Source: an optimization exercise on an open RTL-to-GDS flow (aim: small area). Production flows keep margins and buffers that such runs may drop. The RTL was checked by simulation tests, not by an equivalence proof against the original design. The clock port is modelled as an ideal driver, which makes a skipped or thinned clock tree look cheaper than it is; a real chip needs a root buffer or a tree. Power and IR drop assume default switching activity.

==> module Task3, before the edit <==
module Task3(
	input [7:0] X0,
	input [7:0] X1,
	input [7:0] X2,
	input [7:0] X3,
	input [7:0] A0,
	input [7:0] A1,
	input [7:0] A2,
	input [7:0] A3,
	input clk,
	input rst,
	input enable,
	output ready,
	output valid,
	output [17:0] result
);
reg rdy, vld;
reg [2:0] c;
reg [7:0] a0, a1, a2, a3;
reg [7:0] xs0, xs1, xs2, xs3;
reg [9:0] h;
assign ready = rdy;
assign valid = vld;
wire first = (c == 3'd0);
wire prelast = (c == 3'd6);
wire last = (c == 3'd7);
always @(posedge clk) begin
	if (rst) begin
		rdy <= 1'b1;
		vld <= 1'b0;
	end else begin
		rdy <= rdy ? ~enable : last;
		vld <= ~rdy & last;
	end
	c <= rdy ? 3'd0 : c + 3'd1;
end
wire [9:0] nhin = first ? 10'h1ff : h;
wire b0 = xs0[0], b1 = xs1[0], b2 = xs2[0], b3 = xs3[0];
wire [7:0] npp0 = {a0[7] & b0, ~(a0[6:0] & {7{b0}})};
wire [7:0] npp1 = {a1[7] & b1, ~(a1[6:0] & {7{b1}})};
wire [7:0] npp2 = {a2[7] & b2, ~(a2[6:0] & {7{b2}})};
wire [7:0] npp3 = {a3[7] & b3, ~(a3[6:0] & {7{b3}})};
wire s1;
wire c2;
wire s3;
wire c4;
wire s5;
wire c6;
wire s7;
wire c8;
wire s9;
wire c10;
wire s11;
wire c12;
wire s13;
wire c14;
wire s15;
wire c16;
wire s17;
wire c18;
wire s19;
wire c20;
wire s21;
wire c22;
wire s23;
wire c24;
wire s25;
wire c26;
wire s27;
wire c28;
wire s29;
wire c30;
wire s31;
wire c32;
wire s33;
wire c34;
wire s35;
wire c36;
wire s37;
wire c38;
wire s39;
wire c40;
wire s41;
wire c42;
wire s43;
wire c44;
wire s45;
wire c46;
wire s47;
wire c48;
wire s49;
wire c50;
wire s51;
wire c52;
wire s53;
wire c54;
wire s55;
wire c56;
wire s57;
wire c58;
wire s59;
wire c60;
wire s61;
wire c62;
wire s63;
wire c64;
wire [10:0] ns;    
assign s1 = nhin[0] ^ npp0[0] ^ npp1[0];
assign c2 = (nhin[0] & npp0[0]) | (nhin[0] & npp1[0]) | (npp0[0] & npp1[0]);
assign s3 = npp2[0] ^ npp3[0] ^ s1;
assign c4 = (npp2[0] & npp3[0]) | (npp2[0] & s1) | (npp3[0] & s1);
assign s5 = nhin[1] ^ npp0[1] ^ npp1[1];
assign c6 = (nhin[1] & npp0[1]) | (nhin[1] & npp1[1]) | (npp0[1] & npp1[1]);
assign s7 = npp2[1] ^ npp3[1] ^ c2;
assign c8 = (npp2[1] & npp3[1]) | (npp2[1] & c2) | (npp3[1] & c2);
assign s9 = s5 ^ c4 ^ s7;
assign c10 = (s5 & c4) | (s5 & s7) | (c4 & s7);
assign s11 = nhin[2] ^ npp0[2] ^ npp1[2];
assign c12 = (nhin[2] & npp0[2]) | (nhin[2] & npp1[2]) | (npp0[2] & npp1[2]);
assign s13 = npp2[2] ^ npp3[2] ^ c6;
assign c14 = (npp2[2] & npp3[2]) | (npp2[2] & c6) | (npp3[2] & c6);
assign s15 = s11 ^ c8 ^ s13;
assign c16 = (s11 & c8) | (s11 & s13) | (c8 & s13);
assign s17 = ~(c10 ^ s15);
assign c18 = c10 | s15;
assign s19 = nhin[3] ^ npp0[3] ^ npp1[3];
assign c20 = (nhin[3] & npp0[3]) | (nhin[3] & npp1[3]) | (npp0[3] & npp1[3]);
assign s21 = npp2[3] ^ npp3[3] ^ c12;
assign c22 = (npp2[3] & npp3[3]) | (npp2[3] & c12) | (npp3[3] & c12);
assign s23 = s19 ^ c14 ^ s21;
assign c24 = (s19 & c14) | (s19 & s21) | (c14 & s21);
assign s25 = c16 ^ s23 ^ c18;
assign c26 = (c16 & s23) | (c16 & c18) | (s23 & c18);
assign s27 = nhin[4] ^ npp0[4] ^ npp1[4];
assign c28 = (nhin[4] & npp0[4]) | (nhin[4] & npp1[4]) | (npp0[4] & npp1[4]);
assign s29 = npp2[4] ^ npp3[4] ^ c20;
assign c30 = (npp2[4] & npp3[4]) | (npp2[4] & c20) | (npp3[4] & c20);
assign s31 = s27 ^ c22 ^ s29;
assign c32 = (s27 & c22) | (s27 & s29) | (c22 & s29);
assign s33 = c24 ^ s31 ^ c26;
assign c34 = (c24 & s31) | (c24 & c26) | (s31 & c26);
assign s35 = nhin[5] ^ npp0[5] ^ npp1[5];
assign c36 = (nhin[5] & npp0[5]) | (nhin[5] & npp1[5]) | (npp0[5] & npp1[5]);
assign s37 = npp2[5] ^ npp3[5] ^ c28;
assign c38 = (npp2[5] & npp3[5]) | (npp2[5] & c28) | (npp3[5] & c28);
assign s39 = s35 ^ c30 ^ s37;
assign c40 = (s35 & c30) | (s35 & s37) | (c30 & s37);
assign s41 = c32 ^ s39 ^ c34;
assign c42 = (c32 & s39) | (c32 & c34) | (s39 & c34);
assign s43 = nhin[6] ^ npp0[6] ^ npp1[6];
assign c44 = (nhin[6] & npp0[6]) | (nhin[6] & npp1[6]) | (npp0[6] & npp1[6]);
assign s45 = npp2[6] ^ npp3[6] ^ c36;
assign c46 = (npp2[6] & npp3[6]) | (npp2[6] & c36) | (npp3[6] & c36);
assign s47 = s43 ^ c38 ^ s45;
assign c48 = (s43 & c38) | (s43 & s45) | (c38 & s45);
assign s49 = c40 ^ s47 ^ c42;
assign c50 = (c40 & s47) | (c40 & c42) | (s47 & c42);
assign s51 = nhin[7] ^ npp0[7] ^ npp1[7];
assign c52 = (nhin[7] & npp0[7]) | (nhin[7] & npp1[7]) | (npp0[7] & npp1[7]);
assign s53 = npp2[7] ^ npp3[7] ^ c44;
assign c54 = (npp2[7] & npp3[7]) | (npp2[7] & c44) | (npp3[7] & c44);
assign s55 = s51 ^ c46 ^ s53;
assign c56 = (s51 & c46) | (s51 & s53) | (c46 & s53);
assign s57 = c48 ^ s55 ^ c50;
assign c58 = (c48 & s55) | (c48 & c50) | (s55 & c50);
assign s59 = nhin[8] ^ c52 ^ c54;
assign c60 = (nhin[8] & c52) | (nhin[8] & c54) | (c52 & c54);
assign s61 = c56 ^ s59 ^ c58;
assign c62 = (c56 & s59) | (c56 & c58) | (s59 & c58);
assign s63 = nhin[9] ^ c60 ^ c62;
assign c64 = (nhin[9] & c60) | (nhin[9] & c62) | (c60 & c62);
assign ns = {c64, s63, s61, s57, s49, s41, s33, s25, s17, s9, s3};
wire [9:0] hnext = ns[10:1] ^ {prelast | last, {9{prelast}}};
wire rbit = ns[0] ^ ~last;
always @(posedge clk) begin
	if (rdy) begin
		a0 <= A0; a1 <= A1; a2 <= A2; a3 <= A3;
		xs0 <= X0; xs1 <= X1; xs2 <= X2; xs3 <= X3;
	end else begin
		xs0 <= {rbit, xs0[7:1]};
		xs1 <= {X1[7], xs1[7:1]};
		xs2 <= {X2[7], xs2[7:1]};
		xs3 <= {X3[7], xs3[7:1]};
	end
	h <= hnext;
end
assign result = {h, xs0};
endmodule
Settings: LEC_CHECK=0, ABC_AREA=1, CAP_MARGIN=20, CORE_MARGIN=2, CORE_UTILIZATION=60, SLEW_MARGIN=20; clock period 8.0 ns.
standard.sh (not shown) runs the stock make flow with config.mk's settings and CLKGATE_MAP_FILE= SYNTH_SCRIPT=/design/flow/synth_recipe.tcl, a recipe that flattens the netlist after the stock synthesis.
==> flow/flow/run.sh <==
#!/bin/bash
# The standard layout with these changes:
# - the port buffers are the smallest buffer cell instead of the delay cell
#   buffer_ports picks by itself;
# - Yosys's synth skips its early "abc -fast";
# - after the standard synthesis, flow/netopt.py removes the inverters that
#   extract_fa leaves around the full adders (it flips full adders and some
#   two-input gates to inverted logic instead) and sizes gates that synthesis
#   sized up back to size 1; flip-flops are untouched;
# - after CTS, flow/clocktree.tcl replaces the clock tree by one level of
#   CLKTREE_NBUF buffers, each driving one group of nearby flip-flops.
set -euo pipefail
export BUFFER_PORTS_ARGS="-buffer_cell sky130_fd_sc_hd__buf_1"
export SYNTH_ARGS="-noabc"
export POST_CTS_TCL=$PWD/flow/clocktree.tcl
export CLKTREE_NBUF=${CLKTREE_NBUF:-4}
export CLKTREE_CELL=${CLKTREE_CELL:-sky130_fd_sc_hd__clkbuf_8}
R=orfs/results/$FLOW_PLATFORM/Task3/base
bash standard.sh synth > synth.log 2>&1
cp $R/1_2_yosys.v yosys_standard.v
python3 flow/netopt.py yosys_standard.v $R/1_2_yosys.v --downsize > netopt.log 2>&1
touch $R/1_2_yosys.v
bash standard.sh finish > finish.log 2>&1
Other scripts of this flow, unchanged in this note and not shown: flow/flow/clocktree.tcl, flow/flow/netopt.py
The starting point finished clean.
Then changed:
--- a/flow/design.v
+++ b/flow/design.v
@@ -177,12 +177,13 @@
 		a0 <= A0; a1 <= A1; a2 <= A2; a3 <= A3;
 		xs0 <= X0; xs1 <= X1; xs2 <= X2; xs3 <= X3;
 	end else begin
-		xs0 <= {rbit, xs0[7:1]};
-		xs1 <= {X1[7], xs1[7:1]};
-		xs2 <= {X2[7], xs2[7:1]};
-		xs3 <= {X3[7], xs3[7:1]};
+		a0 <= a1; a1 <= a2; a2 <= a3; a3 <= a0;
+		xs0 <= {rbit, xs1[7:1]};
+		xs1 <= {X1[7], xs2[7:1]};
+		xs2 <= {X2[7], xs3[7:1]};
+		xs3 <= {X3[7], xs0[7:1]};
 	end
 	h <= hnext;
 end
-assign result = {h, xs0};
+assign result = {h, xs0[7], xs3[6], xs2[5], xs1[4], xs0[3], xs3[2], xs2[1], xs1[0]};
 endmodule
Effect: Synthesized cell count grows by 17%. Core utilization went down by 0.77 points. Hold slack stays flat. Design area is lower by about 1.1%. First-iteration DRC count went up by 32%. Total power fell by 0.52%. Die area rose by about 0.32%. Sequential power is lower by about 2%. Via count increases by about 13%. Routed wire length rises by about 7%.
In every run of this note, the design's own scripts or RTL, not TritonCTS, make the clock network.

Another version of the RTL of Task3 (not shown whole).
For scale: about 280 cells after synthesis, roughly 87 I/O pins, roughly 0.0030 mm² of cells after synthesis.
clock: 8.0 ns
lec_check: 0
abc_area: 1
cap_margin: 20
core_margin: 2
core_utilization: 60
slew_margin: 20
==> flow/flow/run.sh <==
#!/bin/bash
# The standard layout with these changes:
# - the port buffers are the smallest buffer cell instead of the delay cell
#   buffer_ports picks by itself;
# - Yosys's synth skips its early "abc -fast";
# - after the standard synthesis (flip-flops untouched from here on):
#   flow/netopt.py removes the inverters that extract_fa leaves around the
#   full adders (it flips full adders and two-input gates to inverted logic
#   instead), merges duplicate cells and sizes gates back to size 1;
#   flow/remap.sh maps the remaining plain gates again with ABC's area
#   mapper; flow/netopt.py runs once more. This is tried with a few seeds of
#   netopt's search and the smallest netlist is kept;
# - after CTS, flow/clocktree.tcl replaces the clock tree by one level of
#   CLKTREE_NBUF buffers, each driving one group of nearby flip-flops.
set -euo pipefail
export PATH=$FLOW_HOME/../tools/install/yosys/bin:$PATH
export BUFFER_PORTS_ARGS="-buffer_cell sky130_fd_sc_hd__buf_1"
export SYNTH_ARGS="-noabc"
export POST_CTS_TCL=$PWD/flow/clocktree.tcl
export CLKTREE_NBUF=${CLKTREE_NBUF:-4}
export CLKTREE_CELL=${CLKTREE_CELL:-sky130_fd_sc_hd__clkbuf_8}
R=orfs/results/$FLOW_PLATFORM/Task3/base
bash standard.sh synth > synth.log 2>&1
cp $R/1_2_yosys.v yosys_standard.v
best=""
best_area=""
for seed in 1 2 3 4; do
  python3 flow/netopt.py yosys_standard.v netopt1_$seed.v --downsize --seed=$seed > netopt1_$seed.log 2>&1
  bash flow/remap.sh netopt1_$seed.v remap_$seed.v > remap_$seed.log 2>&1
  python3 flow/netopt.py remap_$seed.v netopt2_$seed.v --downsize > netopt2_$seed.log 2>&1
  area=$(grep -o 'cell area [0-9.]*' netopt2_$seed.log | awk '{print $3}')
  echo "seed $seed: cell area $area" >> choice.log
  if [[ -z "$best" ]] || awk "BEGIN{exit !($area < $best_area)}"; then best=$seed; best_area=$area; fi
done
echo "kept seed $best" >> choice.log
cp netopt2_$best.v $R/1_2_yosys.v
touch $R/1_2_yosys.v
bash standard.sh finish > finish.log 2>&1
Other scripts of this flow, unchanged in this note and not shown: flow/flow/clocktree.tcl, flow/flow/fixassign.py, flow/flow/netopt.py, flow/flow/remap.abc, flow/flow/remap.sh
Change:
--- a/flow/design.v
+++ b/flow/design.v
@@ -9,31 +9,34 @@
 	input [7:0] A3,
 	input clk,
 	input rst,
 	input enable,
 	output ready,
 	output valid,
 	output [17:0] result
 );
-reg rdy;
+reg rdy, vld;
 reg [2:0] c;
 reg [7:0] a0, a1, a2, a3;
 reg [7:1] xs0, xs1, xs2, xs3;
 reg rb;
 reg [9:0] h;
 assign ready = rdy;
-assign valid = rdy & ~c[0];
+assign valid = vld;
 wire prelast = (c == 3'd6);
 wire last = (c == 3'd7);
 always @(posedge clk) begin
-	if (rst)
+	if (rst) begin
 		rdy <= 1'b1;
-	else
+		vld <= 1'b0;
+	end else begin
 		rdy <= rdy ? ~enable : last;
+		vld <= ~rdy & last;
+	end
 	c <= (rdy | rst) ? 3'd1 : c + 3'd1;
 end
 wire [7:0] ma0 = rdy ? A0 : a1;
 wire [7:0] ma1 = rdy ? A1 : a2;
 wire [7:0] ma2 = rdy ? A2 : a3;
 wire [7:0] ma3 = rdy ? A3 : a0;
 wire b0 = rdy ? X0[0] : xs1[1];
 wire b1 = rdy ? X1[0] : xs2[1];
The new run completed with no timing, DRC or antenna violations.
Clock power is about the same.
Final cell count rises by about 0.9%.
Wire length falls by about 4.3%.
Setup slack gains 0.41 ns.
Core utilization falls by 2.4 points.
Final area rises by about 0.7%.
Power rises by 0.54%.
Sequential share of layout area rises by 0.28 points.
No run of this note takes its clock network from TritonCTS; it comes from the design's own scripts or RTL.

## re-timing with driven ports
Ports are ideal in the flow. The routed layouts listed here were re-timed in OpenROAD. Step 1 sets driving cells, clkbuf_16 on the clock port and buf_2 on the other inputs (assumed; they add their load-dependent delay and slew). Step 2 moves the port delays by t, midway between the first and last clock arrival at a register: inputs arrive t later, outputs are due t later. That takes back most of the time a late clock gives input paths. a / b / c = ideal ports / drivers / drivers and shift; a / b = the first two.
| run | t, ns | slack for setup (ns) | worst hold slack (ns) |
|---|---|---|---|
| the first run of note 1 | 0.223 | 2.090 / 2.090 / 2.090 | 0.466 / 0.466 / 0.466 |
| the second run of note 1 | 0.223 | 2.004 / 2.004 / 2.004 | 0.464 / 0.464 / 0.464 |
| the first run of note 2 | 0.224 | 1.239 / 1.278 / 1.054 | 0.457 / 0.457 / 0.457 |
| the second run of note 2 | 0.222 | 1.645 / 1.679 / 1.457 | 0.460 / 0.460 / 0.460 |
After both steps setup and hold are still met in every run listed. The setup slack of the second run of note 2, which loses most, moves by +0.034 ns with the drivers and by -0.188 ns with both steps.
